Background: an optimization exercise with open tools, aiming at small area. Do not read the settings as production practice. Function was checked by simulation only, so behaviour that the tests miss may differ from the original. The flow treats the clock pin as an ideal source, which a real chip does not have. No activity file was given, so power comes from the tool's default toggle rates.

`design/flow/config.mk`:
```
export PLATFORM = sky130hd
export DESIGN_NAME = fir_filter
export DESIGN_NICKNAME = fir_filter
export VERILOG_FILES = /design/flow/design.v
export SDC_FILE = /design/flow/constraint.sdc
export NUM_CORES = 4
export LEC_CHECK = 0
export CAP_MARGIN = 20
export CORE_MARGIN = 2
export CORE_UTILIZATION = 70
export SLEW_MARGIN = 20
```
`design/flow/constraint.sdc`:
```
create_clock -name core_clock -period 6.0 [get_ports {clk}]
set_input_delay 1.2000 -clock core_clock [delete_from_list [all_inputs] [get_ports {clk}]]
set_output_delay 1.2000 -clock core_clock [all_outputs]
set_load 0.01 [all_outputs]
```
`design/flow/design.v`:
```
module fir_filter(
    input              clk,
    input              n_rst,
    input  signed [7:0] din,
    output reg signed [7:0] dout
);
reg [7:0] d0;
reg [7:0] d1;
reg [7:0] d2;
reg [7:0] d3;
reg [7:0] d4;
reg [7:0] d5;
reg [7:0] d6;
reg [7:0] d7;
reg [7:0] d8;
reg [7:0] d9;
reg [7:0] d10;
reg [7:0] d11;
reg [7:0] d12;
reg [7:0] d13;
reg [15:0] m;
wire n1, n2, n3, n4, n5, n6, n7, n8, n9, n10, n11, n12, n13, n14, n15, n16, n17, n18, n19, n20, n21, n22, n23, n24, n25, n26, n27, n28, n29, n30, n31, n32, n33, n34, n35, n36, n37, n38, n39, n40, n41, n42, n43, n44, n45, n46, n47, n48, n49, n50, n51, n52, n53, n54, n55, n56, n57, n58, n59, n60, n61, n62, n63, n64, n65, n66, n67, n68, n69, n70, n71, n72, n73, n74, n75, n76, n77, n78, n79, n80, n81, n82, n83, n84, n85, n86, n87, n88, n89, n90, n91, n92, n93, n94, n95, n96, n97, n98, n99, n100, n101, n102, n103, n104, n105, n106, n107, n108, n109, n110, n111, n112, n113, n114, n115, n116, n117, n118, n119, n120, n121, n122, n123, n124, n125, n126, n127, n128, n129, n130, n131, n132, n133, n134, n135, n136, n137, n138, n139, n140, n141, n142, n143, n144, n145, n146, n147, n148, n149, n150, n151, n152, n153, n154, n155, n156, n157, n158, n159, n160, n161, n162, n163, n164, n165, n166, n167, n168, n169, n170, n171, n172, n173, n174, n175, n176, n177, n178, n179, n180, n181, n182, n183, n184, n185, n186, n187, n188, n189, n190, n191, n192, n193, n194, n195, n196, n197, n198, n199, n200, n201, n202, n203, n204, n205, n206, n207, n208, n209, n210, n211, n212, n213, n214, n215, n216, n217, n218, n219, n220, n221, n222, n223, n224, n225, n226, n227, n228, n229, n230, n231, n232, n233, n234, n235, n236, n237, n238, n239, n240, n241, n242, n243, n244, n245, n246, n247, n248, n249, n250, n251, n252, n253, n254, n255, n256, n257, n258, n259, n260, n261, n262, n263, n264, n265, n266, n267, n268, n269, n270, n271, n272, n273, n274, n275, n276, n277, n278, n279, n280, n281, n282, n283, n284, n285, n286, n287, n288, n289, n290, n291, n292, n293, n294, n295, n296, n297, n298, n299, n300, n301, n302, n303, n304, n305, n306, n307, n308, n309, n310, n311, n312, n313, n314, n315, n316, n317, n318, n319, n320, n321, n322, n323, n324, n325, n326, n328, n330, n332, n334, n336, n338, n340, n342, n344, n345, n346, n347, n348, n349, n350, n351, n352, n353, n354, n355, n356, n357, n358, n359, n360, n361, n362, n363, n364, n365, n366, n367, n368, n369, n370, n371, n372;
assign n1 = ~(d1[0] ^ d13[0]);
assign n2 = d1[0] | d13[0];
assign n3 = d1[1] ^ d13[1] ^ n2;
assign n4 = (d1[1] & d13[1]) | (n2 & (d1[1] ^ d13[1]));
assign n5 = d1[2] ^ d13[2] ^ n4;
assign n6 = (d1[2] & d13[2]) | (n4 & (d1[2] ^ d13[2]));
assign n7 = d1[3] ^ d13[3] ^ n6;
assign n8 = (d1[3] & d13[3]) | (n6 & (d1[3] ^ d13[3]));
assign n9 = d1[4] ^ d13[4] ^ n8;
assign n10 = (d1[4] & d13[4]) | (n8 & (d1[4] ^ d13[4]));
assign n11 = d1[5] ^ d13[5] ^ n10;
assign n12 = (d1[5] & d13[5]) | (n10 & (d1[5] ^ d13[5]));
assign n13 = d1[6] ^ d13[6];
assign n14 = d1[6] & d13[6];
assign n15 = d1[7] ^ d13[7] ^ n14;
assign n16 = (d1[7] & d13[7]) | (n14 & (d1[7] ^ d13[7]));
assign n17 = d2[0] ^ d12[0];
assign n18 = d2[0] & d12[0];
assign n19 = d2[1] ^ d12[1] ^ n18;
assign n20 = (d2[1] & d12[1]) | (n18 & (d2[1] ^ d12[1]));
assign n21 = d2[2] ^ d12[2] ^ n20;
assign n22 = (d2[2] & d12[2]) | (n20 & (d2[2] ^ d12[2]));
assign n23 = d2[3] ^ d12[3] ^ n22;
assign n24 = (d2[3] & d12[3]) | (n22 & (d2[3] ^ d12[3]));
assign n25 = d2[4] ^ d12[4] ^ n24;
assign n26 = (d2[4] & d12[4]) | (n24 & (d2[4] ^ d12[4]));
assign n27 = d2[5] ^ d12[5] ^ n26;
assign n28 = (d2[5] & d12[5]) | (n26 & (d2[5] ^ d12[5]));
assign n29 = d2[6] ^ d12[6] ^ n28;
assign n30 = (d2[6] & d12[6]) | (n28 & (d2[6] ^ d12[6]));
assign n31 = d2[7] ^ d12[7] ^ n30;
assign n32 = (d2[7] & d12[7]) | (n30 & (d2[7] ^ d12[7]));
assign n33 = d4[0] ^ d10[0];
assign n34 = d4[0] & d10[0];
assign n35 = d4[1] ^ d10[1] ^ n34;
assign n36 = (d4[1] & d10[1]) | (n34 & (d4[1] ^ d10[1]));
assign n37 = d4[2] ^ d10[2] ^ n36;
assign n38 = (d4[2] & d10[2]) | (n36 & (d4[2] ^ d10[2]));
assign n39 = d4[3] ^ d10[3] ^ n38;
assign n40 = (d4[3] & d10[3]) | (n38 & (d4[3] ^ d10[3]));
assign n41 = d4[4] ^ d10[4] ^ n40;
assign n42 = (d4[4] & d10[4]) | (n40 & (d4[4] ^ d10[4]));
assign n43 = d4[5] ^ d10[5] ^ n42;
assign n44 = (d4[5] & d10[5]) | (n42 & (d4[5] ^ d10[5]));
assign n45 = d4[6] ^ d10[6] ^ n44;
assign n46 = (d4[6] & d10[6]) | (n44 & (d4[6] ^ d10[6]));
assign n47 = d4[7] ^ d10[7] ^ n46;
assign n48 = (d4[7] & d10[7]) | (n46 & (d4[7] ^ d10[7]));
assign n49 = ~(d5[0] ^ d9[0]);
assign n50 = d5[0] | d9[0];
assign n51 = d5[1] ^ d9[1] ^ n50;
assign n52 = (d5[1] & d9[1]) | (n50 & (d5[1] ^ d9[1]));
assign n53 = d5[2] ^ d9[2] ^ n52;
assign n54 = (d5[2] & d9[2]) | (n52 & (d5[2] ^ d9[2]));
assign n55 = d5[3] ^ d9[3] ^ n54;
assign n56 = (d5[3] & d9[3]) | (n54 & (d5[3] ^ d9[3]));
assign n57 = d5[4] ^ d9[4] ^ n56;
assign n58 = (d5[4] & d9[4]) | (n56 & (d5[4] ^ d9[4]));
assign n59 = d5[5] ^ d9[5] ^ n58;
assign n60 = (d5[5] & d9[5]) | (n58 & (d5[5] ^ d9[5]));
assign n61 = d5[6] ^ d9[6] ^ n60;
assign n62 = (d5[6] & d9[6]) | (n60 & (d5[6] ^ d9[6]));
assign n63 = d5[7] ^ d9[7] ^ n62;
assign n64 = (d5[7] & d9[7]) | (n62 & (d5[7] ^ d9[7]));
assign n65 = d6[0] ^ d8[0];
assign n66 = d6[0] & d8[0];
assign n67 = d6[1] ^ d8[1] ^ n66;
assign n68 = (d6[1] & d8[1]) | (n66 & (d6[1] ^ d8[1]));
assign n69 = d6[2] ^ d8[2] ^ n68;
assign n70 = (d6[2] & d8[2]) | (n68 & (d6[2] ^ d8[2]));
assign n71 = d6[3] ^ d8[3] ^ n70;
assign n72 = (d6[3] & d8[3]) | (n70 & (d6[3] ^ d8[3]));
assign n73 = d6[4] ^ d8[4] ^ n72;
assign n74 = (d6[4] & d8[4]) | (n72 & (d6[4] ^ d8[4]));
assign n75 = d6[5] ^ d8[5] ^ n74;
assign n76 = (d6[5] & d8[5]) | (n74 & (d6[5] ^ d8[5]));
assign n77 = d6[6] ^ d8[6] ^ n76;
assign n78 = (d6[6] & d8[6]) | (n76 & (d6[6] ^ d8[6]));
assign n79 = d6[7] ^ d8[7] ^ n78;
assign n80 = (d6[7] & d8[7]) | (n78 & (d6[7] ^ d8[7]));
assign n81 = ~n17;
assign n82 = ~n19;
assign n83 = ~n21;
assign n84 = ~n23;
assign n85 = ~n25;
assign n86 = ~n27;
assign n87 = ~n29;
assign n88 = ~n31;
assign n89 = ~n32;
assign n90 = ~(n33 ^ n81);
assign n91 = n33 | n81;
assign n92 = n35 ^ n82 ^ n91;
assign n93 = (n35 & n82) | (n91 & (n35 ^ n82));
assign n94 = n37 ^ n83 ^ n93;
assign n95 = (n37 & n83) | (n93 & (n37 ^ n83));
assign n96 = n39 ^ n84 ^ n95;
assign n97 = (n39 & n84) | (n95 & (n39 ^ n84));
assign n98 = n41 ^ n85 ^ n97;
assign n99 = (n41 & n85) | (n97 & (n41 ^ n85));
assign n100 = n43 ^ n86 ^ n99;
assign n101 = (n43 & n86) | (n99 & (n43 ^ n86));
assign n102 = n45 ^ n87 ^ n101;
assign n103 = (n45 & n87) | (n101 & (n45 ^ n87));
assign n104 = n47 ^ n88 ^ n103;
assign n105 = (n47 & n88) | (n103 & (n47 ^ n88));
assign n106 = n48 ^ n89 ^ n105;
assign n107 = (n48 & n89) | (n105 & (n48 ^ n89));
assign n108 = ~d7[0];
assign n109 = ~d7[1];
assign n110 = ~d7[2];
assign n111 = ~d7[3];
assign n112 = ~d7[4];
assign n113 = ~d7[5];
assign n114 = ~d7[6];
assign n115 = ~d7[7];
assign n116 = ~n1;
assign n117 = ~n3;
assign n118 = ~n5;
assign n119 = ~n7;
assign n120 = ~n9;
assign n121 = ~n11;
assign n122 = ~n12;
assign n123 = ~n15;
assign n124 = ~n16;
assign n125 = ~n13;
assign n126 = ~n65;
assign n127 = ~n67;
assign n128 = ~n69;
assign n129 = ~n71;
assign n130 = ~n73;
assign n131 = ~n75;
assign n132 = ~n77;
assign n133 = ~n79;
assign n134 = ~n80;
assign n135 = n109 ^ n65;
assign n136 = n109 & n65;
assign n137 = n110 ^ n136 ^ n90;
assign n138 = (n110 & n136) | (n90 & (n110 ^ n136));
assign n139 = n67 ^ n137;
assign n140 = n67 & n137;
assign n141 = n111 ^ n116 ^ n138;
assign n142 = (n111 & n116) | (n138 & (n111 ^ n116));
assign n143 = n69 ^ n92 ^ n140;
assign n144 = (n69 & n92) | (n140 & (n69 ^ n92));
assign n145 = n141 ^ n143;
assign n146 = n141 & n143;
assign n147 = n112 ^ n49 ^ n116;
assign n148 = (n112 & n49) | (n116 & (n112 ^ n49));
assign n149 = n81 ^ n126 ^ n117;
assign n150 = (n81 & n126) | (n117 & (n81 ^ n126));
assign n151 = n147 ^ n149 ^ n142;
assign n152 = (n147 & n149) | (n142 & (n147 ^ n149));
assign n153 = n71 ^ n94 ^ n144;
assign n154 = (n71 & n94) | (n144 & (n71 ^ n94));
assign n155 = n151 ^ n146 ^ n153;
assign n156 = (n151 & n146) | (n153 & (n151 ^ n146));
assign n157 = n113 ^ n33 ^ n51;
assign n158 = (n113 & n33) | (n51 & (n113 ^ n33));
assign n159 = n148 ^ n82 ^ n117;
assign n160 = (n148 & n82) | (n117 & (n148 ^ n82));
assign n161 = n127 ^ n157 ^ n118;
assign n162 = (n127 & n157) | (n118 & (n127 ^ n157));
assign n163 = n150 ^ n159 ^ n161;
assign n164 = (n150 & n159) | (n161 & (n150 ^ n159));
assign n165 = n152 ^ n73 ^ n96;
assign n166 = (n152 & n73) | (n96 & (n152 ^ n73));
assign n167 = n163 ^ n154 ^ n165;
assign n168 = (n163 & n154) | (n165 & (n163 ^ n154));
assign n169 = n156 ^ n100;
assign n170 = n156 & n100;
assign n171 = n114 ^ n49 ^ n35;
assign n172 = (n114 & n49) | (n35 & (n114 ^ n49));
assign n173 = n158 ^ n53 ^ n171;
assign n174 = (n158 & n53) | (n171 & (n158 ^ n53));
assign n175 = n83 ^ n118 ^ n128;
assign n176 = (n83 & n118) | (n128 & (n83 ^ n118));
assign n177 = n160 ^ n119 ^ n162;
assign n178 = (n160 & n119) | (n162 & (n160 ^ n119));
assign n179 = n173 ^ n175 ^ n164;
assign n180 = (n173 & n175) | (n164 & (n173 ^ n175));
assign n181 = n177 ^ n75 ^ n166;
assign n182 = (n177 & n75) | (n166 & (n177 ^ n75));
assign n183 = n98 ^ n179 ^ n168;
assign n184 = (n98 & n179) | (n168 & (n98 ^ n179));
assign n185 = n181 ^ n170 ^ n102;
assign n186 = (n181 & n170) | (n102 & (n181 ^ n170));
assign n187 = d7[0] ^ n115 ^ n65;
assign n188 = (d7[0] & n115) | (n65 & (d7[0] ^ n115));
assign n189 = n51 ^ n187 ^ n172;
assign n190 = (n51 & n187) | (n172 & (n51 ^ n187));
assign n191 = n37 ^ n55 ^ n189;
assign n192 = (n37 & n55) | (n189 & (n37 ^ n55));
assign n193 = n174 ^ n84 ^ n119;
assign n194 = (n174 & n84) | (n119 & (n174 ^ n84));
assign n195 = n129 ^ n176 ^ n178;
assign n196 = (n129 & n176) | (n178 & (n129 ^ n176));
assign n197 = n120 ^ n191 ^ n193;
assign n198 = (n120 & n191) | (n193 & (n120 ^ n191));
assign n199 = n180 ^ n195 ^ n197;
assign n200 = (n180 & n195) | (n197 & (n180 ^ n195));
assign n201 = n77 ^ n182 ^ n100;
assign n202 = (n77 & n182) | (n100 & (n77 ^ n182));
assign n203 = n199 ^ n184 ^ n201;
assign n204 = (n199 & n184) | (n201 & (n199 ^ n184));
assign n205 = ~(n104 ^ n186);
assign n206 = n104 | n186;
assign n207 = ~(d7[1] ^ n67);
assign n208 = d7[1] | n67;
assign n209 = n188 ^ n207 ^ n53;
assign n210 = (n188 & n207) | (n53 & (n188 ^ n207));
assign n211 = n190 ^ n39 ^ n209;
assign n212 = (n190 & n39) | (n209 & (n190 ^ n39));
assign n213 = n57 ^ n192 ^ n194;
assign n214 = (n57 & n192) | (n194 & (n57 ^ n192));
assign n215 = n85 ^ n120 ^ n130;
assign n216 = (n85 & n120) | (n130 & (n85 ^ n120));
assign n217 = n211 ^ n196 ^ n121;
assign n218 = (n211 & n196) | (n121 & (n211 ^ n196));
assign n219 = n198 ^ n213 ^ n215;
assign n220 = (n198 & n213) | (n215 & (n198 ^ n213));
assign n221 = n217 ^ n200 ^ n219;
assign n222 = (n217 & n200) | (n219 & (n217 ^ n200));
assign n223 = n79 ^ n102 ^ n202;
assign n224 = (n79 & n102) | (n202 & (n79 ^ n102));
assign n225 = n221 ^ n204 ^ n223;
assign n226 = (n221 & n204) | (n223 & (n221 ^ n204));
assign n227 = n206 ^ n106;
assign n228 = n206 & n106;
assign n229 = d7[2] ^ n125 ^ n208;
assign n230 = (d7[2] & n125) | (n208 & (d7[2] ^ n125));
assign n231 = n69 ^ n229 ^ n55;
assign n232 = (n69 & n229) | (n55 & (n69 ^ n229));
assign n233 = n210 ^ n41 ^ n212;
assign n234 = (n210 & n41) | (n212 & (n210 ^ n41));
assign n235 = n231 ^ n59 ^ n122;
assign n236 = (n231 & n59) | (n122 & (n231 ^ n59));
assign n237 = n214 ^ n86 ^ n121;
assign n238 = (n214 & n86) | (n121 & (n214 ^ n86));
assign n239 = n131 ^ n216 ^ n233;
assign n240 = (n131 & n216) | (n233 & (n131 ^ n216));
assign n241 = n218 ^ n235 ^ n220;
assign n242 = (n218 & n235) | (n220 & (n218 ^ n235));
assign n243 = n237 ^ n239 ^ n80;
assign n244 = (n237 & n239) | (n80 & (n237 ^ n239));
assign n245 = n222 ^ n241 ^ n243;
assign n246 = (n222 & n241) | (n243 & (n222 ^ n241));
assign n247 = n104 ^ n224 ^ n245;
assign n248 = (n104 & n224) | (n245 & (n104 ^ n224));
assign n249 = n107 ^ n226 ^ n228;
assign n250 = (n107 & n226) | (n228 & (n107 ^ n226));
assign n251 = ~(d7[3] ^ n125);
assign n252 = d7[3] | n125;
assign n253 = n251 ^ n123 ^ n230;
assign n254 = (n251 & n123) | (n230 & (n251 ^ n123));
assign n255 = n71 ^ n253 ^ n57;
assign n256 = (n71 & n253) | (n57 & (n71 ^ n253));
assign n257 = n232 ^ n43 ^ n122;
assign n258 = (n232 & n43) | (n122 & (n232 ^ n43));
assign n259 = n234 ^ n255 ^ n61;
assign n260 = (n234 & n255) | (n61 & (n234 ^ n255));
assign n261 = n236 ^ n87 ^ n132;
assign n262 = (n236 & n87) | (n132 & (n236 ^ n87));
assign n263 = n238 ^ n257 ^ n240;
assign n264 = (n238 & n257) | (n240 & (n238 ^ n257));
assign n265 = n259 ^ n242 ^ n261;
assign n266 = (n259 & n242) | (n261 & (n259 ^ n242));
assign n267 = n263 ^ n244 ^ n265;
assign n268 = (n263 & n244) | (n265 & (n263 ^ n244));
assign n269 = n246 ^ n106 ^ n267;
assign n270 = (n246 & n106) | (n267 & (n246 ^ n106));
assign n271 = n248 ^ n250;
assign n272 = n248 & n250;
assign n273 = d7[4] ^ n252 ^ n124;
assign n274 = (d7[4] & n252) | (n124 & (d7[4] ^ n252));
assign n275 = n123 ^ n273 ^ n254;
assign n276 = (n123 & n273) | (n254 & (n123 ^ n273));
assign n277 = n73 ^ n275 ^ n59;
assign n278 = (n73 & n275) | (n59 & (n73 ^ n275));
assign n279 = n256 ^ n45 ^ n258;
assign n280 = (n256 & n45) | (n258 & (n256 ^ n45));
assign n281 = n277 ^ n63 ^ n260;
assign n282 = (n277 & n63) | (n260 & (n277 ^ n63));
assign n283 = n88 ^ n133 ^ n262;
assign n284 = (n88 & n133) | (n262 & (n88 ^ n133));
assign n285 = n279 ^ n264 ^ n281;
assign n286 = (n279 & n264) | (n281 & (n279 ^ n264));
assign n287 = n266 ^ n283 ^ n107;
assign n288 = (n266 & n283) | (n107 & (n266 ^ n283));
assign n289 = n285 ^ n268 ^ n287;
assign n290 = (n285 & n268) | (n287 & (n285 ^ n268));
assign n291 = n270 ^ n272;
assign n292 = n270 & n272;
assign n293 = d7[5] ^ n124 ^ n274;
assign n294 = (d7[5] & n124) | (n274 & (d7[5] ^ n124));
assign n295 = n293 ^ n276 ^ n75;
assign n296 = (n293 & n276) | (n75 & (n293 ^ n276));
assign n297 = n61 ^ n278 ^ n295;
assign n298 = (n61 & n278) | (n295 & (n61 ^ n278));
assign n299 = n64 ^ n47 ^ n89;
assign n300 = (n64 & n47) | (n89 & (n64 ^ n47));
assign n301 = n134 ^ n280 ^ n297;
assign n302 = (n134 & n280) | (n297 & (n134 ^ n280));
assign n303 = n282 ^ n284 ^ n299;
assign n304 = (n282 & n284) | (n299 & (n282 ^ n284));
assign n305 = n301 ^ n286 ^ n303;
assign n306 = (n301 & n286) | (n303 & (n301 ^ n286));
assign n307 = n288 ^ n305 ^ n290;
assign n308 = (n288 & n305) | (n290 & (n288 ^ n305));
assign n309 = d7[6] ^ n294 ^ n77;
assign n310 = (d7[6] & n294) | (n77 & (d7[6] ^ n294));
assign n311 = n296 ^ n48 ^ n63;
assign n312 = (n296 & n48) | (n63 & (n296 ^ n48));
assign n313 = n298 ^ n309 ^ n300;
assign n314 = (n298 & n309) | (n300 & (n298 ^ n309));
assign n315 = n311 ^ n302 ^ n313;
assign n316 = (n311 & n302) | (n313 & (n311 ^ n302));
assign n317 = n304 ^ n306 ^ n315;
assign n318 = (n304 & n306) | (n315 & (n304 ^ n306));
assign n319 = d7[7] ^ n64 ^ n79;
assign n320 = (d7[7] & n64) | (n79 & (d7[7] ^ n64));
assign n321 = n310 ^ n312 ^ n319;
assign n322 = (n310 & n312) | (n319 & (n310 ^ n312));
assign n323 = n314 ^ n321 ^ n316;
assign n324 = (n314 & n321) | (n316 & (n314 ^ n321));
assign n325 = n80 ^ n320 ^ n322;
assign n326 = (n80 & n320) | (n322 & (n80 ^ n320));
assign n328 = n108 | n90;
assign n330 = (n135 & n328) | (n92 & (n135 ^ n328));
assign n332 = (n139 & n94) | (n330 & (n139 ^ n94));
assign n334 = (n96 & n332) | (n145 & (n96 ^ n332));
assign n336 = (n98 & n334) | (n155 & (n98 ^ n334));
assign n338 = (n167 & n336) | (n169 & (n167 ^ n336));
assign n340 = (n183 & n338) | (n185 & (n183 ^ n338));
assign n342 = (n203 & n205) | (n340 & (n203 ^ n205));
assign n344 = (n225 & n227) | (n342 & (n225 ^ n227));
assign n345 = m[0] ^ m[1] ^ m[2];
assign n346 = (m[0] & m[1]) | (m[2] & (m[0] ^ m[1]));
assign n347 = m[3] ^ m[4] ^ n346;
assign n348 = (m[3] & m[4]) | (n346 & (m[3] ^ m[4]));
assign n349 = m[5] ^ m[6] ^ n348;
assign n350 = (m[5] & m[6]) | (n348 & (m[5] ^ m[6]));
assign n351 = m[7] ^ m[8] ^ n350;
assign n352 = (m[7] & m[8]) | (n350 & (m[7] ^ m[8]));
assign n353 = m[9] ^ m[10] ^ n352;
assign n354 = (m[9] & m[10]) | (n352 & (m[9] ^ m[10]));
assign n355 = m[11] ^ m[12] ^ n354;
assign n356 = (m[11] & m[12]) | (n354 & (m[11] ^ m[12]));
assign n357 = ~(m[13] ^ m[14]);
assign n358 = m[13] | m[14];
assign n359 = n357 ^ n356;
assign n360 = n357 & n356;
assign n361 = m[15] ^ n358 ^ n360;
assign n362 = (m[15] & n358) | (n360 & (m[15] ^ n358));
assign n363 = ~n362;
assign n364 = n363 ^ n361;
assign n365 = n364 ? n361 : n347;
assign n366 = n364 ? n361 : n349;
assign n367 = n364 ? n361 : n351;
assign n368 = n364 ? n361 : n353;
assign n369 = n364 ? n361 : n355;
assign n370 = n364 ? n361 : n359;
assign n371 = n364 | n345;
assign n372 = ~din[7];
always @(posedge clk or negedge n_rst) begin
    if (!n_rst) begin
        d0 <= 8'h80;
        d1 <= 8'h80;
        d2 <= 8'h80;
        d3 <= 8'h80;
        d4 <= 8'h80;
        d5 <= 8'h80;
        d6 <= 8'h80;
        d7 <= 8'h80;
        d8 <= 8'h80;
        d9 <= 8'h80;
        d10 <= 8'h80;
        d11 <= 8'h80;
        d12 <= 8'h80;
        d13 <= 8'h80;
        m <= 16'ha000;
        dout <= 8'sd0;
    end else begin
        d0[0] <= din[0];
        d0[1] <= din[1];
        d0[2] <= din[2];
        d0[3] <= din[3];
        d0[4] <= din[4];
        d0[5] <= din[5];
        d0[6] <= din[6];
        d0[7] <= n372;
        d1[0] <= d0[0];
        d1[1] <= d0[1];
        d1[2] <= d0[2];
        d1[3] <= d0[3];
        d1[4] <= d0[4];
        d1[5] <= d0[5];
        d1[6] <= d0[6];
        d1[7] <= d0[7];
        d2[0] <= d1[0];
        d2[1] <= d1[1];
        d2[2] <= d1[2];
        d2[3] <= d1[3];
        d2[4] <= d1[4];
        d2[5] <= d1[5];
        d2[6] <= d1[6];
        d2[7] <= d1[7];
        d3[0] <= d2[0];
        d3[1] <= d2[1];
        d3[2] <= d2[2];
        d3[3] <= d2[3];
        d3[4] <= d2[4];
        d3[5] <= d2[5];
        d3[6] <= d2[6];
        d3[7] <= d2[7];
        d4[0] <= d3[0];
        d4[1] <= d3[1];
        d4[2] <= d3[2];
        d4[3] <= d3[3];
        d4[4] <= d3[4];
        d4[5] <= d3[5];
        d4[6] <= d3[6];
        d4[7] <= d3[7];
        d5[0] <= d4[0];
        d5[1] <= d4[1];
        d5[2] <= d4[2];
        d5[3] <= d4[3];
        d5[4] <= d4[4];
        d5[5] <= d4[5];
        d5[6] <= d4[6];
        d5[7] <= d4[7];
        d6[0] <= d5[0];
        d6[1] <= d5[1];
        d6[2] <= d5[2];
        d6[3] <= d5[3];
        d6[4] <= d5[4];
        d6[5] <= d5[5];
        d6[6] <= d5[6];
        d6[7] <= d5[7];
        d7[0] <= d6[0];
        d7[1] <= d6[1];
        d7[2] <= d6[2];
        d7[3] <= d6[3];
        d7[4] <= d6[4];
        d7[5] <= d6[5];
        d7[6] <= d6[6];
        d7[7] <= d6[7];
        d8[0] <= d7[0];
        d8[1] <= d7[1];
        d8[2] <= d7[2];
        d8[3] <= d7[3];
        d8[4] <= d7[4];
        d8[5] <= d7[5];
        d8[6] <= d7[6];
        d8[7] <= d7[7];
        d9[0] <= d8[0];
        d9[1] <= d8[1];
        d9[2] <= d8[2];
        d9[3] <= d8[3];
        d9[4] <= d8[4];
        d9[5] <= d8[5];
        d9[6] <= d8[6];
        d9[7] <= d8[7];
        d10[0] <= d9[0];
        d10[1] <= d9[1];
        d10[2] <= d9[2];
        d10[3] <= d9[3];
        d10[4] <= d9[4];
        d10[5] <= d9[5];
        d10[6] <= d9[6];
        d10[7] <= d9[7];
        d11[0] <= d10[0];
        d11[1] <= d10[1];
        d11[2] <= d10[2];
        d11[3] <= d10[3];
        d11[4] <= d10[4];
        d11[5] <= d10[5];
        d11[6] <= d10[6];
        d11[7] <= d10[7];
        d12[0] <= d11[0];
        d12[1] <= d11[1];
        d12[2] <= d11[2];
        d12[3] <= d11[3];
        d12[4] <= d11[4];
        d12[5] <= d11[5];
        d12[6] <= d11[6];
        d12[7] <= d11[7];
        d13[0] <= d12[0];
        d13[1] <= d12[1];
        d13[2] <= d12[2];
        d13[3] <= d12[3];
        d13[4] <= d12[4];
        d13[5] <= d12[5];
        d13[6] <= d12[6];
        d13[7] <= d12[7];
        m[0] <= n247;
        m[1] <= n249;
        m[2] <= n344;
        m[3] <= n269;
        m[4] <= n271;
        m[5] <= n289;
        m[6] <= n291;
        m[7] <= n292;
        m[8] <= n307;
        m[9] <= n317;
        m[10] <= n308;
        m[11] <= n318;
        m[12] <= n323;
        m[13] <= n325;
        m[14] <= n324;
        m[15] <= n326;
        dout[0] <= n371;
        dout[1] <= n365;
        dout[2] <= n366;
        dout[3] <= n367;
        dout[4] <= n368;
        dout[5] <= n369;
        dout[6] <= n370;
        dout[7] <= n363;
    end
end
endmodule
```
`design/flow/flow/run.sh`:
```
#!/bin/bash
# Own layout flow: the standard synthesis (unchanged) fixes the registers;
# its combinational logic is then replaced by the equivalent hand-built
# full-adder netlist from gen4.py, and the standard ORFS flow lays it out.
set -uo pipefail
HERE=$(pwd)
RES=$HERE/orfs/results/$FLOW_PLATFORM/fir_filter/base
bash standard.sh synth > synth_std.log 2>&1 || { echo "standard synthesis failed"; exit 1; }
cp $RES/1_2_yosys.v std_synth.v
python3 flow/gen4.py flow/spec.json gen_rtl.v own_net.v > gen.log 2>&1
if python3 flow/inject.py std_synth.v own_net.v injected.v > inject.log 2>&1; then
  cp injected.v $RES/1_2_yosys.v
  rm -f $RES/1_synth.odb $RES/1_synth.sdc
  bash standard.sh synth > synth_odb.log 2>&1 || { echo "odb from injected netlist failed"; exit 1; }
else
  echo "register mismatch, keeping the standard netlist" | tee -a inject.log
fi
# clock tree: no dummy balancing loads, small clock buffers
export CTS_ARGS="-sink_clustering_enable -repair_clock_nets -dont_use_dummy_load -root_buf sky130_fd_sc_hd__clkbuf_8 -buf_list sky130_fd_sc_hd__clkbuf_4"
# port buffers: the smallest buffer cell
export BUFFER_PORTS_ARGS="-buffer_cell sky130_fd_sc_hd__buf_1"
export POST_CTS_TCL=$HERE/flow/post_cts.tcl
bash standard.sh > layout.log 2>&1
```
`design/flow/flow/gen4.py`:
```
#!/usr/bin/env python3
"""Generator for fir_filter (13-tap symmetric FIR, sky130hd).

Writes two files describing the same circuit:
  * rtl  : plain Verilog (registers + assign statements), the version's RTL
  * net  : the same logic as sky130_fd_sc_hd cells (full/half adders etc.)

Structure (two pipeline stages after the sample delay line):
  d0..d13 : sample delay line, d0 = newest sample. Bit 7 of every sample
            register holds the inverted sign bit, so sample value
            x = {~r[7], r[6:0]} - 128 (reset value of r[7] is 1 -> x = 0).
  stage 1 : S = sum c[k] * d[k+1] (k = 0..12) built as a carry-save tree of
            full adders; columns 0..8 are summed completely, columns 9..17
            are kept as (up to) two rows in registers ma / mb.
  stage 2 : dout <= sat((ma + mb) >> 0)  (the rows hold S[17:9])
"""
import sys, json

AREA = {"fa_1": 20.0192, "ha_1": 12.512, "maj3_1": 10.0096, "and2_1": 6.256,
        "xor2_1": 8.7584, "xnor2_1": 8.7584, "or2_1": 6.256, "inv_1": 3.7536,
        "mux2_1": 11.2608, "dfrtp_1": 25.024, "conb_1": 3.7536, "nor2_1": 3.7536,
        "nand2_1": 3.7536, "dfstp_1": 26.2752, "a21oi_1": 5.0048, "o21ai_0": 5.0048,
        "mux2i_1": 10.0096, "xnor3_1": 22.5216, "xor3_1": 23.7728}
DLY = {"fa_s": 0.45, "fa_c": 0.38, "ha_s": 0.28, "ha_c": 0.20, "g": 0.12, "x2": 0.25, "o2": 0.20}
W = 18
CLKQ = 0.35

class Bit:
    __slots__ = ("net", "neg", "t")
    def __init__(s, net, neg=False, t=CLKQ):
        s.net, s.neg, s.t = net, neg, t

# cell functions as verilog expressions (for the RTL)
FUN = {
    "fa_1":   {"SUM": "{A} ^ {B} ^ {CIN}", "COUT": "({A} & {B}) | ({CIN} & ({A} ^ {B}))"},
    "ha_1":   {"SUM": "{A} ^ {B}", "COUT": "{A} & {B}"},
    "maj3_1": {"X": "({A} & {B}) | ({C} & ({A} ^ {B}))"},
    "and2_1": {"X": "{A} & {B}"},
    "or2_1":  {"X": "{A} | {B}"},
    "xor2_1": {"X": "{A} ^ {B}"},
    "xnor2_1": {"Y": "~({A} ^ {B})"},
    "inv_1":  {"Y": "~{A}"},
    "mux2_1": {"X": "{S} ? {A1} : {A0}"},
}
OUTS = {"SUM", "COUT", "X", "Y", "HI", "LO", "Q"}

class Builder:
    def __init__(s, spec):
        s.spec = spec
        s.cells = []
        s.n = 0
        s.K = 0
    def new(s):
        s.n += 1; return f"n{s.n}"
    def cell(s, typ, pins):
        s.cells.append([typ, pins])
    def fa(s, a, b, c):
        xs = [a, b, c]
        ks = [x for x in xs if x.net == "1'b1"]
        if ks:
            assert len(ks) == 1
            o = [x for x in xs if x.net != "1'b1"]
            return s.fa1(o[0], o[1])
        so, co = s.new(), s.new()
        s.cell("fa_1", {"A": a.net, "B": b.net, "CIN": c.net, "SUM": so, "COUT": co})
        t = max(a.t, b.t, c.t)
        return Bit(so, a.neg, t + DLY["fa_s"]), Bit(co, a.neg, t + DLY["fa_c"])
    def ha(s, a, b):
        if b.net == "1'b1": a, b = b, a
        if a.net == "1'b1":
            assert b.net != "1'b1"
            return s.inv(b), b
        so, co = s.new(), s.new()
        s.cell("ha_1", {"A": a.net, "B": b.net, "SUM": so, "COUT": co})
        t = max(a.t, b.t)
        return Bit(so, a.neg, t + DLY["ha_s"]), Bit(co, a.neg, t + DLY["ha_c"])
    def inv(s, a):
        y = s.new(); s.cell("inv_1", {"A": a.net, "Y": y})
        return Bit(y, a.neg, a.t + DLY["g"])
    def fa1(s, a, b):
        so, co = s.new(), s.new()
        s.cell("xnor2_1", {"A": a.net, "B": b.net, "Y": so})
        s.cell("or2_1", {"A": a.net, "B": b.net, "X": co})
        t = max(a.t, b.t)
        return Bit(so, False, t + DLY["x2"]), Bit(co, False, t + DLY["o2"])

    def ripple(s, bits_a, bits_b, lo, hi):
        """unsigned ripple add of positive bits in positions lo..hi (dicts pos->Bit);
        returns dict pos->Bit incl. carry at hi+1"""
        out = {}; c = None
        for p in range(lo, hi + 1):
            xs = [x for x in (bits_a.get(p), bits_b.get(p), c) if x is not None]
            if len(xs) == 3: sm, c = s.fa(*xs)
            elif len(xs) == 2: sm, c = s.ha(*xs)
            elif len(xs) == 1: sm, c = xs[0], None
            else: sm, c = None, None
            if sm is not None: out[p] = sm
        if c is not None: out[hi + 1] = c
        return out

    def ripple_cin(s, bits_a, bits_b, lo, hi):
        """ripple add with a carry-in of 1 at position lo"""
        out = {}; c = Bit("1'b1", False, 0.0)
        for p in range(lo, hi + 1):
            xs = [x for x in (bits_a.get(p), bits_b.get(p), c) if x is not None]
            if len(xs) == 3: sm, c = s.fa(*xs)
            elif len(xs) == 2: sm, c = s.ha(*xs)
            elif len(xs) == 1: sm, c = xs[0], None
            else: sm, c = None, None
            if sm is not None: out[p] = sm
        if c is not None: out[hi + 1] = c
        return out

    def column(s, p, cols, target):
        """reduce column p to `target` positive bits; carries to p+1"""
        col = cols.get(p, [])
        nxt = cols.setdefault(p + 1, [])
        while True:
            pos = sorted([b for b in col if not b.neg], key=lambda b: b.t)
            neg = sorted([b for b in col if b.neg], key=lambda b: b.t)
            if not neg and len(pos) <= target: break
            cand = []
            if len(neg) >= 3: cand.append((neg[2].t, "n"))
            if len(pos) >= 3 and (len(pos) + len(neg) > target + 1 or neg): cand.append((pos[2].t, "p"))
            if cand:
                cand.sort()
                grp = neg[:3] if cand[0][1] == "n" else pos[:3]
                for b in grp: col.remove(b)
                sm, cy = s.fa(*grp)
                col.append(sm); nxt.append(cy)
            elif neg:
                b = neg[0]; col.remove(b)
                nb = s.inv(b); nb.neg = False
                col.append(nb); s.K -= 1 << p
            elif len(pos) > target:
                if p in s.kbits:
                    s.kbits.discard(p)
                    sm, cy = s.fa1(pos[0], pos[1])
                else:
                    sm, cy = s.ha(pos[0], pos[1])
                    s.hacols = getattr(s, "hacols", []) + [p]
                col.remove(pos[0]); col.remove(pos[1]); col.append(sm); nxt.append(cy)
            else:
                break
        if p in s.kbits:
            s.kbits.discard(p)
            pos = sorted(col, key=lambda b: b.t)
            if s.spec.get("const_late") in (2, 3, 4):
                col.append(Bit("1'b1", False, 0.0))
            elif len(pos) == 0:
                col.append(Bit("1'b1", False, 0.0))
            elif len(pos) == 1:
                b = pos[0]; col.remove(b); col.append(s.inv(b)); nxt.append(b)
            else:
                sm, cy = s.fa1(pos[0], pos[1]); col.remove(pos[0]); col.remove(pos[1])
                col.append(sm); nxt.append(cy)
        cols[p] = col
        return col

    def build(s):
        spec = s.spec
        nodes = {}
        # sample j as unsigned {~s, x[6:0]}, value = u - 128
        for j in range(1, 14):
            nodes[f"x{j}"] = ({i: Bit(f"d{j}[{i}]") for i in range(8)}, -128)
        for name, (a, b), chunks, *popt in spec["pre"]:
            popt = popt[0] if popt else {}
            va, ka = nodes[a]; vb, kb = nodes[b]
            cins = popt.get("cin", [])   # chunk starts that take a carry-in of 1
            out = {}; extra = []
            lo = 0
            for hi in chunks:
                if lo in cins:
                    va = dict(va); va.setdefault(-1, None)
                    r = s.ripple_cin(va, vb, lo, hi)
                    ka -= 1 << lo
                else:
                    r = s.ripple(va, vb, lo, hi)
                for p, x in r.items():
                    if p in out: extra.append((p, x))
                    else: out[p] = x
                lo = hi + 1
            nodes[name] = (out, ka + kb, extra)
        comp = {}
        def cbit(x):
            if x.net not in comp: comp[x.net] = s.inv(x)
            return comp[x.net]
        for name, a, b in spec.get("sub", []):
            # name = a - b (ripple), a, b: pre-adder nodes
            va, ka = nodes[a][0], nodes[a][1]; vb, kb = nodes[b][0], nodes[b][1]
            w = max(max(va), max(vb)) + 1
            nb = {p: cbit(x) for p, x in vb.items()}
            for p in range(w):
                if p not in nb: nb[p] = None
            # a - b = a + ~b + 1 - 2^w  (b's bits complemented over w bits)
            vbc = {p: x for p, x in nb.items() if x is not None}
            r = s.ripple_cin(va, vbc, 0, w - 1)
            kconst = 0
            for p in range(w):
                if nb[p] is None: kconst += 1 << p   # ~0 = 1 at missing bits
            nodes[name] = (r, ka - kb + kconst + 1 - (1 << w) - 0, [])
            # value check: r = a_bits + ~b_bits(w) + 1 ; a - b = (a_bits+ka) - (b_bits+kb)
            # ~b_bits(w) = 2^w - 1 - b_bits  =>  a_bits - b_bits = r - 2^w
            nodes[name] = (r, ka - kb - (1 << w), [])
            if kconst:
                # missing positions were treated as absent: add them back as constant
                nodes[name] = (r, ka - kb - (1 << w) + kconst, [])
        for name, a, b, sh in spec.get("add", []):
            va, ka = nodes[a][0], nodes[a][1]; vb, kb = nodes[b][0], nodes[b][1]
            vbs = {p + sh: x for p, x in vb.items()}
            hi = max(max(va), max(vbs))
            r = s.ripple(va, vbs, 0, hi)
            nodes[name] = (r, ka + (kb << sh), [])
        cols = {}
        for nd, coef in spec["out"]:
            v = nodes[nd]
            vec, k = v[0], v[1]
            extra = v[2] if len(v) > 2 else []
            sh = abs(coef).bit_length() - 1
            assert abs(coef) == 1 << sh
            neg = coef < 0
            for p, x in list(vec.items()) + extra:
                if p + sh >= W: continue
                if neg:   # -b = ~b - 1
                    cols.setdefault(p + sh, []).append(cbit(x))
                    s.K -= 1 << (p + sh)
                else:
                    cols.setdefault(p + sh, []).append(x)
            s.K += coef * k
        # inversions of leftover negative bits (see column()) depend only on
        # the negative bit counts: account for them in K up front
        nn = {p: sum(1 for x in c if x.neg) for p, c in cols.items()}
        for p in range(W):
            n = nn.get(p, 0); f = 0
            while n >= 3: n -= 2; f += 1
            nn[p + 1] = nn.get(p + 1, 0) + f
            s.K -= n << p
        s.K %= 1 << W
        s.kbits = {p for p in range(W) if (s.K >> p) & 1}
        s.Kfinal = s.K
        cl = spec.get("const_late", False)
        if cl == 4:
            late = set(spec.get("late_cols", []))
            for p in [p for p in s.kbits if p not in late]:
                cols.setdefault(p, []).append(Bit("1'b1", False, 0.0))
                s.kbits.discard(p)
        elif not cl or cl == 3:
            lowmax = 9 if cl == 3 else W
            for p in [p for p in s.kbits if p < lowmax]:
                cols.setdefault(p, []).append(Bit("1'b1", False, 0.0))
                s.kbits.discard(p)
        s.Kpre = s.K; s.K = 0; s.Kinv = sum(0 for _ in ())
        s.rows = {}
        for p in range(W):
            tgt = 1 if p == W - 1 else 2
            s.column(p, cols, tgt)
        cols.pop(W, None)
        # carry of the low columns 0..8 into column 9 (only the carry is used)
        for p in range(9):
            col = cols.get(p, [])
            while len(col) >= 2:
                col.sort(key=lambda b: b.t)
                if len(col) >= 3:
                    sm, cy = s.fa(col[0], col[1], col[2]); col = col[3:] + [sm]
                else:
                    sm, cy = s.ha(col[0], col[1]); col = [sm]
                cols.setdefault(p + 1, []).append(cy)
            cols[p] = col
        # stage-1 carry-propagate where the bits are early enough: each
        # column so resolved needs one register instead of two
        bud = spec.get("res_budget", 0.0)
        for p in range(9, W):
            col = sorted(cols.get(p, []), key=lambda b: b.t)
            while len(col) >= 2:
                if len(col) >= 3:
                    t = col[2].t + DLY["fa_s"]
                    if t > bud: break
                    sm, cy = s.fa(col[0], col[1], col[2]); col = col[3:]
                else:
                    t = col[1].t + DLY["ha_s"]
                    if t > bud: break
                    sm, cy = s.ha(col[0], col[1]); col = col[2:]
                col.append(sm); col.sort(key=lambda b: b.t)
                if p + 1 < W: cols.setdefault(p + 1, []).append(cy)
            cols[p] = col
        for p in range(9, W):
            s.rows[p] = cols[p]
        return s

def stage2(b):
    """mid registers -> ripple -> sat -> dout"""
    mid = []   # (regname, src Bit, col)
    rows = b.rows
    cnt = {}
    for p in range(9, W):
        for x in rows[p]:
            mid.append((None, x, p))
    k = 0
    for i, (nm, x, p) in enumerate(mid):
        if x.net != "1'b1":
            mid[i] = (f"m[{k}]", x, p); k += 1
    # stage 2 ripple over registered bits
    cols = {}
    for nm, x, p in mid:
        cols.setdefault(p, []).append(Bit("1'b1", False, 0.0) if x.net == "1'b1" else Bit(nm, False, CLKQ))
    C = sum(1 << p for nm, x, p in mid if x.net == "1'b1")
    mid = [m for m in mid if m[1].net != "1'b1"]
    # reset values of the mid registers: their weighted sum plus the
    # constants must be 0 mod 2^W (S = 0 while the state is cleared)
    T = (-C) % (1 << W)
    best = None
    n = len(mid)
    import itertools
    # greedy over columns with carry: choose per column how many bits are set
    bycol = {}
    for i, (nm, x, p) in enumerate(mid): bycol.setdefault(p, []).append(i)
    def dfs(p, carry, chosen):
        nonlocal best
        if p == W:
            if best is None or len(chosen) < len(best): best = list(chosen)
            return
        idx = bycol.get(p, [])
        for k in range(len(idx) + 1):
            tot = carry + k
            if (tot & 1) != ((T >> p) & 1): continue
            dfs(p + 1, tot >> 1, chosen + idx[:k])
    dfs(9, 0, [])
    assert best is not None, "no reset encoding"
    b.setregs = set(mid[i][0] for i in best)
    S = {}
    for p in range(9, W):
        col = cols.get(p, [])
        while len(col) >= 2:
            col.sort(key=lambda x: x.t)
            if len(col) >= 3:
                sm, cy = b.fa(col[0], col[1], col[2]); col = col[3:] + [sm]
            else:
                if p == W - 1 and "1'b1" in (col[0].net, col[1].net):
                    sm = b.inv([x for x in col if x.net != "1'b1"][0]); cy = None
                else:
                    sm, cy = b.ha(col[0], col[1])
                col = [sm]
            if p + 1 < W and cy is not None: cols.setdefault(p + 1, []).append(cy)
        if not col: raise RuntimeError("empty column")
        S[p] = col[0]
    sb = lambda p: S[p].net
    ovf = b.new(); b.cell("xor2_1", {"A": sb(17), "B": sb(16), "X": ovf})
    dn = [None] * 8
    dn[7] = sb(17)
    for i in range(1, 7):
        y = b.new(); b.cell("mux2_1", {"A0": sb(9 + i), "A1": sb(16), "S": ovf, "X": y}); dn[i] = y
    y = b.new(); b.cell("or2_1", {"A": ovf, "B": sb(9), "X": y}); dn[0] = y
    # registers: (cell, regbit name, D net, reset value)
    regs = []
    for j in range(14):
        for i in range(8):
            if j == 0:
                src = "din[7]" if i == 7 else f"din[{i}]"
            else:
                src = f"d{j-1}[{i}]"
            regs.append(("dfstp_1" if i == 7 else "dfrtp_1", f"d{j}[{i}]", src))
    for nm, x, p in mid:
        regs.append(("dfstp_1" if nm in b.setregs else "dfrtp_1", nm, x.net))
    for i in range(8):
        regs.append(("dfrtp_1", f"dout[{i}]", dn[i]))
    # din[7] must be inverted into d0[7]
    y = b.new(); b.cell("inv_1", {"A": "din[7]", "Y": y})
    regs = [(c, r, (y if r == "d0[7]" else d)) for c, r, d in regs]
    prune(b, set(r[2] for r in regs))
    return regs, mid

def prune(b, roots):
    changed = True
    while changed:
        changed = False
        used = set(roots)
        for typ, pins in b.cells:
            for p, n in pins.items():
                if p not in OUTS: used.add(n)
        new = []
        for c in b.cells:
            typ, pins = c
            outs = [p for p in pins if p in OUTS]
            live = [p for p in outs if pins[p] in used]
            if not live:
                changed = True; continue
            if typ == "fa_1" and live == ["COUT"]:
                c[0] = "maj3_1"; c[1] = {"A": pins["A"], "B": pins["B"], "C": pins["CIN"], "X": pins["COUT"]}; changed = True
            elif typ == "ha_1" and live == ["COUT"]:
                c[0] = "and2_1"; c[1] = {"A": pins["A"], "B": pins["B"], "X": pins["COUT"]}; changed = True
            elif typ == "ha_1" and live == ["SUM"]:
                c[0] = "xor2_1"; c[1] = {"A": pins["A"], "B": pins["B"], "X": pins["SUM"]}; changed = True
            elif typ == "xnor2_1" and False:
                pass
            new.append(c)
        b.cells = new

def regs_decl(regs):
    """group register bits by vector name -> width"""
    vec = {}
    for c, r, d in regs:
        nm, idx = r[:-1].split("[")
        vec.setdefault(nm, []).append(int(idx))
    return {k: max(v) + 1 for k, v in vec.items()}

def vnet(n):
    # nets named like d3[2], m0[4] are register outputs (vectors)
    return n

def write_rtl(b, regs, path, header):
    L = [header.rstrip(), "module fir_filter(",
         "    input              clk,",
         "    input              n_rst,",
         "    input  signed [7:0] din,",
         "    output reg signed [7:0] dout",
         ");", ""]
    vec = regs_decl(regs)
    for nm, w in vec.items():
        if nm == "dout": continue
        L.append(f"reg [{w-1}:0] {nm};")
    nets = sorted({n for typ, pins in b.cells for p, n in pins.items() if p in OUTS},
                  key=lambda n: int(n[1:]))
    L.append("wire " + ", ".join(nets) + ";")
    L.append("")
    for typ, pins in b.cells:
        for op, expr in FUN[typ].items():
            if op in pins:
                L.append(f"assign {pins[op]} = " + expr.format(**pins) + ";")
    L.append("")
    L.append("always @(posedge clk or negedge n_rst) begin")
    L.append("    if (!n_rst) begin")
    for nm, w in vec.items():
        rv = 0
        for c, r, d in regs:
            rn, idx = r[:-1].split("[")
            if rn == nm and c == "dfstp_1": rv |= 1 << int(idx)
        L.append(f"        {nm} <= {w}'h{rv:x};" if nm != "dout" else f"        dout <= 8'sd0;")
    L.append("    end else begin")
    for c, r, d in regs:
        L.append(f"        {r} <= {d};")
    L.append("    end")
    L.append("end")
    L.append("")
    L.append("endmodule")
    open(path, "w").write("\n".join(L) + "\n")

def esc(n):
    if "[" in n and not n.startswith(("din[", "dout[")):
        return "\\" + n + " "
    return n

def write_net(b, regs, path):
    L = ["module fir_filter(clk, n_rst, din, dout);",
         "  input clk;", "  input n_rst;", "  input [7:0] din;", "  output [7:0] dout;"]
    wires = set()
    for typ, pins in b.cells:
        wires |= set(pins.values())
    for c, r, d in regs: wires.add(r); wires.add(d)
    wires.discard("1'b1")
    for w in sorted(wires):
        if w.startswith(("din[", "dout[")): continue
        L.append(f"  wire {esc(w)};")
    for i, (typ, pins) in enumerate(b.cells):
        ps = ", ".join(f".{p}({esc(n)})" for p, n in pins.items())
        L.append(f"  sky130_fd_sc_hd__{typ} g{i} ({ps});")
    for c, r, d in regs:
        rst = "SET_B" if c == "dfstp_1" else "RESET_B"
        L.append(f"  sky130_fd_sc_hd__{c} \\{r}$_DFF_PN{'1' if c == 'dfstp_1' else '0'}_  (.CLK(clk), .D({esc(d)}), .Q({esc(r)}), .{rst}(n_rst));")
    L.append("endmodule")
    open(path, "w").write("\n".join(L) + "\n")

def area(b, regs):
    comb = sum(AREA[c[0]] for c in b.cells)
    return comb, comb + sum(AREA[r[0]] for r in regs)

if __name__ == "__main__":
    spec = json.load(open(sys.argv[1]))
    b = Builder(spec).build()
    regs, mid = stage2(b)
    from collections import Counter
    cnt = Counter(c[0] for c in b.cells)
    comb, tot = area(b, regs)
    print(f"regs {len(regs)} mid {len(mid)} comb {comb:.1f} total {tot:.1f} "
          f"mid_t {max(x.t for _, x, _ in mid):.2f}", dict(cnt), file=sys.stderr)
    if len(sys.argv) > 3:
        write_rtl(b, regs, sys.argv[2], open(sys.argv[4]).read() if len(sys.argv) > 4 else "")
        write_net(b, regs, sys.argv[3])
```
`design/flow/flow/inject.py`:
```
#!/usr/bin/env python3
"""Swap the combinational logic of the standard synthesis netlist for the
hand-built cell netlist made by gen4.py, keeping the standard synthesis's
registers: same instance names, same cell types, same count.

usage: inject.py STD_NETLIST OWN_NETLIST OUT_NETLIST
Exits non-zero (and writes nothing) if the registers do not match.
"""
import re, sys

FF = re.compile(r'^\s*sky130_fd_sc_hd__(df\w+)\s+\\(\S+)\$_DFF_(\w+)_\s*\(', re.M)

def regs(path):
    txt = open(path).read()
    out = {}
    for typ, bit, kind in FF.findall(txt):
        out[bit] = (typ, kind)
    return txt, out

std_txt, std = regs(sys.argv[1])
own_txt, own = regs(sys.argv[2])
base = lambda t: t.rsplit("_", 1)[0]
ok = True
if set(std) != set(own):
    print("register sets differ:", sorted(set(std) ^ set(own))[:20]); ok = False
for bit in set(std) & set(own):
    if base(std[bit][0]) != base(own[bit][0]) or std[bit][1] != own[bit][1]:
        print("register type differs:", bit, std[bit], own[bit]); ok = False
if not ok:
    sys.exit(1)

def fix(m):
    typ, bit, kind = m.group(1), m.group(2), m.group(3)
    styp, skind = std[bit]
    return m.group(0).replace("sky130_fd_sc_hd__" + typ, "sky130_fd_sc_hd__" + styp, 1)
out = FF.sub(fix, own_txt)
open(sys.argv[3], "w").write(out)
print(f"injected netlist with {len(std)} registers")
```
`design/flow/flow/post_cts.tcl`:
```
# After CTS: clock buffers (clkbuf_4) that drive many flip-flops are
# upsized to clkbuf_8 so that every flip-flop clock pin keeps a clean slew.
set upsized 0
foreach inst [get_cells -filter "ref_name == sky130_fd_sc_hd__clkbuf_4"] {
  set out [get_pins -of_objects $inst -filter "direction == output"]
  set net [get_nets -of_objects $out]
  if { $net == "" } { continue }
  set sinks [llength [get_pins -of_objects $net -filter "direction == input"]]
  if { $sinks >= 10 } {
    replace_cell $inst sky130_fd_sc_hd__clkbuf_8
    incr upsized
  }
}
puts "post_cts: upsized $upsized clock buffers"
if { $upsized > 0 } {
  detailed_placement
  check_placement -verbose
  estimate_parasitics -placement
}
```
`design/flow/flow/spec.json`:
```
{"pre": [["q0", ["x1", "x13"], [5, 7], {"cin": [0]}], ["q1", ["x2", "x12"], [7]], ["q3", ["x4", "x10"], [7]], ["q4", ["x5", "x9"], [7], {"cin": [0]}], ["q5", ["x6", "x8"], [7]]], "out": [["q4", 64], ["q4", 16], ["x7", 128], ["x7", -1], ["q3", 32], ["q1", -16], ["dd", 4], ["dd", 1], ["q0", -16], ["q0", -8], ["q5", 128], ["q5", -16], ["q5", 2]], "sub": [["dd", "q3", "q1"]], "const_late": 4, "late_cols": [0, 7, 9, 15]}
```
`design/flow/standard.sh`:
```
#!/bin/bash
# synth_recipe.tcl (not shown) runs the flow's synth.tcl, then flattens the netlist and writes it again
# the make line also repeats each setting of config.mk as NAME=value (left out here)
make -C /OpenROAD-flow-scripts/flow DESIGN_CONFIG=/design/flow/config.mk WORK_HOME=/design/flow/orfs CLKGATE_MAP_FILE= SYNTH_SCRIPT=/design/flow/synth_recipe.tcl "${@:-finish}"
```
==> impl.org, run 1 <==
** Worst hold path
- Worst min-delay path startpoint :: d11[3]$_DFF_PN0_
- The path with the worst hold slack has its endpoint at d12[3]$_DFF_PN0_.
- The worst hold path was traced through 0 stages.
- Worst hold-check path type :: reg -> reg

** Placement
- Port buffering added 17 buffers.
- Placed inst area :: ~7000 um^2
- Summed over all nets, the half-perimeter wirelength after detailed placement is between 8000 and 9000 um.
- Placer's final routability congestion estimate :: approximately 0.86
- Number of placed cells counting well taps :: around 500

** Floorplan
- The floorplan has 35 rows.
- Starting utilization of the core area :: between 70% and 80%
- Y dimension of the die :: between 100 and 150 um
- Top-Level Pins :: 18
- Die area :: about 10000 um^2
- The region available for standard cell placement spans roughly 9000 um^2.
- Horiz. Die Dim :: roughly 100 um

** Outcome
- The run finished with no timing, DRC or antenna violations.

** Final layout
- Counting flops per register, the top entry is m.
- In the final design database the tool counted around 550 nets.
- The repair_antennas step left the layout with diodes totalling 0.
- Of the cells placed in the final design, the portion with a size suffix greater than 1 is around a tenth.
- Final Util :: 77.1%
- The finished cells cover 7120 um^2.
- Largest register FFs :: 16
- The area growth from synthesis to layout is 6.41%.
- Number of standard cells in the layout, taps in and fillers out :: between 500 and 600

** Global routing
- For this run, global-route usage on met3 was measured as under 10%.
- In the global route stage, met2 resource usage came out at a little over a third.
- GRT Total Usage :: about 25%
- Global route hottest layer :: met1
- Sum of overflow across all layers after global routing :: 0
- Met1 capacity usage during global routing :: 37.9%
- Entering global routing, the biggest net connects 57 pins.
- Initial antenna violation count :: 0
- The first global-routing pass estimated 17500 um of wire.
- The via count of the first global-routing pass was between 3k and 4k.

** STA
- Post-Route Skew :: 0.0257 ns
- Crit share post-route :: between 90% and 100%
- Setup violations remaining at the end of the flow were counted as 0.
- The number of failing hold endpoints at the final stage came to 0.
- RSZ-0062 raised after global routing :: false
- For the pin with the worst max-slew slack, the measured transition is 0.647 ns.
- Static timing analysis puts the maximum clock frequency at around 170 MHz.
- Normalized max-slew margin :: between 50% and 60%
- Setup TNS :: 0 ns
- The worst path needs 5.84 ns of the cycle, external delays included.
- The final number of max-transition violations was 0.

** Detailed routing
- Final routed DRC violation total :: 0
- First-pass iteration count of the detailed router :: 6
- The routed design has between 10000 and 15000 um of wire.
- In this run, the number of DRC markers left after iteration 0 of detailed routing was a little over 100.
- The detail route stage leaves a number of antenna-violating nets equal to 0.
- After detailed routing, the average wire length per cell comes to between 20 and 25 um.
- Dividing the detail-routed via count by the number of cells gives between 5 and 6.
- Across all layers, the routed design uses roughly 2.8k vias.

** Critical path
- Counting cells, the worst reg-to-reg path comes to 13.
- The worst register-to-register path ends at m[8]$_DFF_PN0_.
- Worst reg2reg path startpoint :: d6[0]$_DFF_PN0_
- Cell with the biggest individual delay on the critical path :: sky130_fd_sc_hd__fa_1
- The critical path goes through ha_1 > fa_1 > fa_1 > fa_1 > fa_1 > fa_1 > fa_1 > inv_1 > fa_1 > fa_1 > fa_1 > fa_1 > fa_1.
- Cell repeated most along the worst path :: sky130_fd_sc_hd__fa_1
- STA puts the critical path data arrival time at 6.12 ns.
- Family of cells with the greatest summed delay on the critical path :: adder cells
- Critical path buffer and inverter count :: 1
- Setup slack on the worst reg-to-reg path comes out at ~0.16 ns.
- The worst setup path is launched from a flip-flop.
- Largest stage delay on the critical path :: about 0.67 ns
- The critical path is of the reg -> reg type.
- STA classifies the critical path endpoint as a flip-flop.
- Along the worst path, the maximum fanout reaches 3.
- Data required, critical path :: ~6.3 ns

** Pwr
- Across the VDD grid, the largest voltage drop is 0.544 mV.
- Pleak :: a little over 0.003 uW
- P per Cell Area :: about 630 nW/um^2

** Yosys
- Post-Synthesis Cells :: about 350
- Synth Net Count :: just over 500
- Netlist Area Pre-Place :: between 6000 and 7000 um^2
- After synthesis, the mean cell area works out to roughly 19 um^2.
- For this run, the number of Yosys warnings is 1.

** Job
- Reported max-cap violation count :: 0

** Clock tree
- Clock latency at the later pin of the worst-skew pair :: 0.41 ns
- Clock-pin slew on the worst setup and hold paths :: approximately 0.08 ns
- CTS saw approximately 140 sinks.
- Clock tree from TritonCTS :: yes
==> power by group <==
part           internal [uW]  leakage [uW]  switching [uW]  total [uW]
logic                   1400       0.00140            1410        2810
clock network            181     0.0000963             270         451
registers               1130       0.00157            69.9        1200
total                   2720       0.00306            1750        4460
==> worst max path at each step <==
stage,start,endpoint,cells past startpoint
after floorplan,d4[0]$_DFF_PN0_,m[8]$_DFF_PN0_,13
after detailed placement,d6[0]$_DFF_PN0_,m[8]$_DFF_PN0_,13
after global placement,d6[0]$_DFF_PN0_,m[8]$_DFF_PN0_,13
after global routing,d2[0]$_DFF_PN0_,m[8]$_DFF_PN0_,14
final,d6[0]$_DFF_PN0_,m[8]$_DFF_PN0_,13
==> worst register-to-register path: cells and delay by family (launching register included) <==
family / cells / cell delay (ns)
adder cells (fa/ha/maj): 12 / 5.23
flip-flops: 1 / 0.40
buffers and inverters: 1 / 0.10
==> cell usage in the layout, fill, tap and decap left out, drive strengths merged <==
cell	count
buf	19
clkbuf	18
dfrtp	120
dfstp	16
fa	135
ha	12
inv	38
maj3	8
mux2	6
or2	9
xnor2	7
xor2	1
==> final cells by class <==
cell class / count / area [um^2]
Inverter: 38 / 143
Timing Repair Buffer: 20 / 96.3
Tap cell: 129 / 161
Clock buffer: 17 / 171
Multi-Input combinational cell: 178 / 3130
Sequential cell: 136 / 3420
Fill cell: 531 / 2120
==> metal layers <==
metal | part of all wire (%) | wire length, um | vias to the layer above
li1 | - | - | 1125
met5 | 0 | 0 | -
met3 | 5.0 | 530 | 14
met2 | 48 | 5060 | 65
met4 | 1.6 | 173 | 0
met1 | 46 | 4850 | 1564
==> stage by stage <==
| step | power (uW) | setup slack [ns] | hold slack [ns] |
|---|---|---|---|
| floorplan | 3370 | 0.402 | 0.331 |
| global placement | 4020 | 0.250 | 0.331 |
| detailed placement | 4090 | 0.146 | 0.335 |
| global route | 5000 | 0.00497 | 0.355 |
| finish | 4460 | 0.162 | 0.350 |
==> run 2, diff against run 1 <==
--- a/design/flow/flow/run.sh
+++ b/design/flow/flow/run.sh
@@ -20,4 +20,5 @@
 # port buffers: the smallest buffer cell
 export BUFFER_PORTS_ARGS="-buffer_cell sky130_fd_sc_hd__buf_1"
+export GPL_KEEP_OVERFLOW=0
 export POST_CTS_TCL=$HERE/flow/post_cts.tcl
 bash standard.sh > layout.log 2>&1
==> impl.org, run 2 <==
** Outcome
- Status :: timing/DRC/antenna clean

** Final layout
- Commonest non-fill, non-tap cells in the layout :: sky130_fd_sc_hd__fa_1 (131), sky130_fd_sc_hd__dfrtp_1 (120), sky130_fd_sc_hd__inv_1 (38)
- Most common cell after layout, fill and taps aside :: sky130_fd_sc_hd__fa_1
- Final antenna diode count :: 0
- Relative to the synthesized area, the layout overhead comes to 7.38%.
- Largest reg by FF count :: m
- The register with the most flip-flops in the layout has 16 of them.
- Net count of the finished layout :: approximately 550
- Share of final-layout standard cells stronger than drive strength 1 :: a little over a tenth
- Number of filler cells placed in the layout :: ~510

** Yosys
- For this run, the number of Yosys warnings is 1.
- Post-Synthesis Cells :: 352
- Netlist Area Pre-Place :: between 6000 and 7000 um^2
- Counting every net in the synthesized netlist gives around 500.
- After synthesis, the mean cell area works out to 19.0 um^2.

** Global routing
- Global routing used 25.3% of the available tracks.
- The via count of the first global-routing pass was 3449.
- After global routing the overflow that remains totals 0.
- Pin count of the biggest net entering global routing :: 36
- The number of antenna violations at the first check in global routing is 0.
- Wire length of the first global-routing pass :: 17800 um

** STA
- Normalized max-slew margin :: between 50 and 60%
- RSZ-0062 raised after global routing :: false
- Setup violations remaining at the end of the flow were counted as 0.
- Worst Tran Pin Value :: slightly above 0.6 ns
- Max-slew violation count :: 0
- Timing would allow up to roughly 170 MHz.
- Post-route minimum period :: 5.77 ns
- Between clock sinks in the finished design, the worst skew comes to 0.0276 ns.
- Setup slack on the critical path of the routed design comes to around 0.23 ns.
- Number of endpoints with negative hold slack in the final report :: 0
- Dividing the final minimum period by the clock period gives between 90 and 100%.
- Setup TNS :: 0 ns

** Placement
- Number of buffers inserted by port buffering :: 17
- Placer's final routability congestion estimate :: between 0.8 and 0.9
- Summed over all nets, the half-perimeter wirelength after detailed placement is ~9100 um.
- OpenSTA, run right after detailed placement, puts the worst setup slack at just over 0.09 ns.

** Worst hold path
- In this run the most critical hold path is launched from d0[6]$_DFF_PN0_.
- Hold path cells :: 0
- Hold Path Sink :: d1[6]$_DFF_PN0_
- Worst hold-check path type :: reg -> reg

** Critical path
- Critical Path Source Type :: flip-flop
- Measured in cells, the most critical reg-to-reg path has a length of 12.
- At the worst endpoint, the arrival time is 6.05 ns.
- The startpoint identified for the worst register-to-register timing path is d5[0]$_DFF_PN0_.
- Cell repeated most along the worst path :: sky130_fd_sc_hd__fa_1
- Of all nets on the critical path, the largest fanout is 3.
- List of cells traversed by the critical path :: or2_1 > fa_1 > fa_1 > fa_1 > fa_1 > fa_1 > fa_1 > fa_1 > fa_1 > fa_1 > fa_1 > fa_1
- End of the worst register-to-register path :: m[8]$_DFF_PN0_
- At the worst endpoint, the required time is around 6.3 ns.
- The worst setup path is captured at a flip-flop.
- The slowest stage of the critical path is the sky130_fd_sc_hd__fa_1 cell.
- Type of the setup path with the least slack :: reg -> reg
- Setup slack on the worst reg-to-reg path comes out at 0.23 ns.
- Largest stage delay on the critical path :: approximately 0.61 ns

** Pwr
- Power spread over the standard cell area amounts to approximately 620 nW/um^2.
- The analysis attributes to cell leakage a power of roughly 0.0031 uW.
- Across the VDD grid, the largest voltage drop is 0.529 mV.

** Job
- Reported max-cap violation count :: 0

** Detailed routing
- Dividing the detail-routed via count by the number of cells gives roughly 5.4.
- First-pass iteration count of the detailed router :: 4
- After detailed routing, the average wire length per cell comes to approximately 21 um.
- Detail Route Antenna Nets :: 0
- Total number of vias :: roughly 2.8k
- The first routing iteration left 127 violations.
- Final routed DRC violation total :: 0
- Wires add up to 10900 um.

** Clock tree
- Clock-pin slew on the worst setup and hold paths :: 0.09 ns
- TritonCTS built the clock tree.
- Clock latency on the worst-skew pair, taken at its later pin, is 0.42 ns.
- Sinks on Clock Net :: about 140

** Floorplan
- The die covers between 10000 and 15000 um^2.
- The floorplan has 35 rows.
- The die is just over 100 um tall.
- Top-Level Pins :: 18
- After floorplanning, the core was sized to cover slightly above 9000 um^2.
- The initial utilization of the core area, before any placement, comes to 72.4%.
- The floorplan step set the die width to between 100 and 150 um.
run 2: critical path, delay by kind of cell (launching register included):
kind / cells / cell delay [ns]
adder cells (fa/ha/maj): 11 / 4.96
flip-flops: 1 / 0.42
AND/OR/NAND/NOR: 1 / 0.26
run 2: report_power, final:
| group | total (uW) | switching (uW) | internal [uW] | leakage [uW] |
|---|---|---|---|---|
| registers | 1200 | 68.9 | 1130 | 0.00157 |
| clock network | 460 | 273 | 188 | 0.0000989 |
| logic | 2780 | 1390 | 1390 | 0.00142 |
run 2: how the worst max path moves through the flow:
| stage | from | to | slack, ns | cells after the start |
|---|---|---|---|---|
| after global placement | n_rst | d0[2]$_DFF_PN0_ | -1.75 | 1 |
| final | d5[0]$_DFF_PN0_ | m[8]$_DFF_PN0_ | 0.23 | 12 |
| after floorplan | d4[0]$_DFF_PN0_ | m[8]$_DFF_PN0_ | 0.40 | 13 |
| after detailed placement | d6[0]$_DFF_PN0_ | m[8]$_DFF_PN0_ | 0.09 | 13 |
| after global routing | d6[0]$_DFF_PN0_ | m[8]$_DFF_PN0_ | 0.007 | 13 |
run 2: routing by layer:
metal | global-route usage (%) | up-vias | routed length [um]
met5 | 0 | - | 0
met4 | 7.90 | 0 | 153
met3 | 8.35 | 14 | 552
met2 | 37.7 | 64 | 5460
met1 | 37.2 | 1584 | 4690
li1 | - | 1128 | -
run 2: layout make-up:
| class | count | area (um^2) | area share (%) |
|---|---|---|---|
| repair buffers | 21 | 145 | 2.02 |
| well taps | 129 | 161 | 2.25 |
| clock buffers | 17 | 178 | 2.47 |
| inverters | 38 | 143 | 1.98 |
| flip-flops and latches | 136 | 3420 | 47.6 |
| multi-input cells | 178 | 3140 | 43.6 |
run 2: through the flow:
stage                     util [%]  power [uW]  instance area, um^2  instances  hold WS (ns)
final                         77.8        4450                 7190        519         0.351
after global placement        74.9        4020                 6920        498         0.331
after global routing          77.8        5020                 7190        519         0.359
after detailed placement      75.7        4090                 7000        502         0.335
after floorplan                  -        3370                 6690        352         0.331

## what the ideal ports hide
Ports are ideal in the flow. The routed layouts listed here were re-timed in OpenROAD. Step 1 assumes that a clkbuf_16 drives the clock port and a buf_2 every other input. Step 2 moves the port delays by t, midway between the first and last clock arrival at a register: inputs arrive t later, outputs are due t later. That takes back most of the time a late clock gives input paths. Three values: ideal, step 1, step 2; two values: the first two.
run	t, ns	setup slack, ns	clock arrival spread, ns	worst slew at a driven data input, ns
run 1	0.432	0.162 / 0.162 / 0.162	0.029 / 0.028	0.04
run 2	0.440	0.227 / 0.227 / 0.227	0.028 / 0.028	0.03
After both steps setup and hold are still met in every run listed.
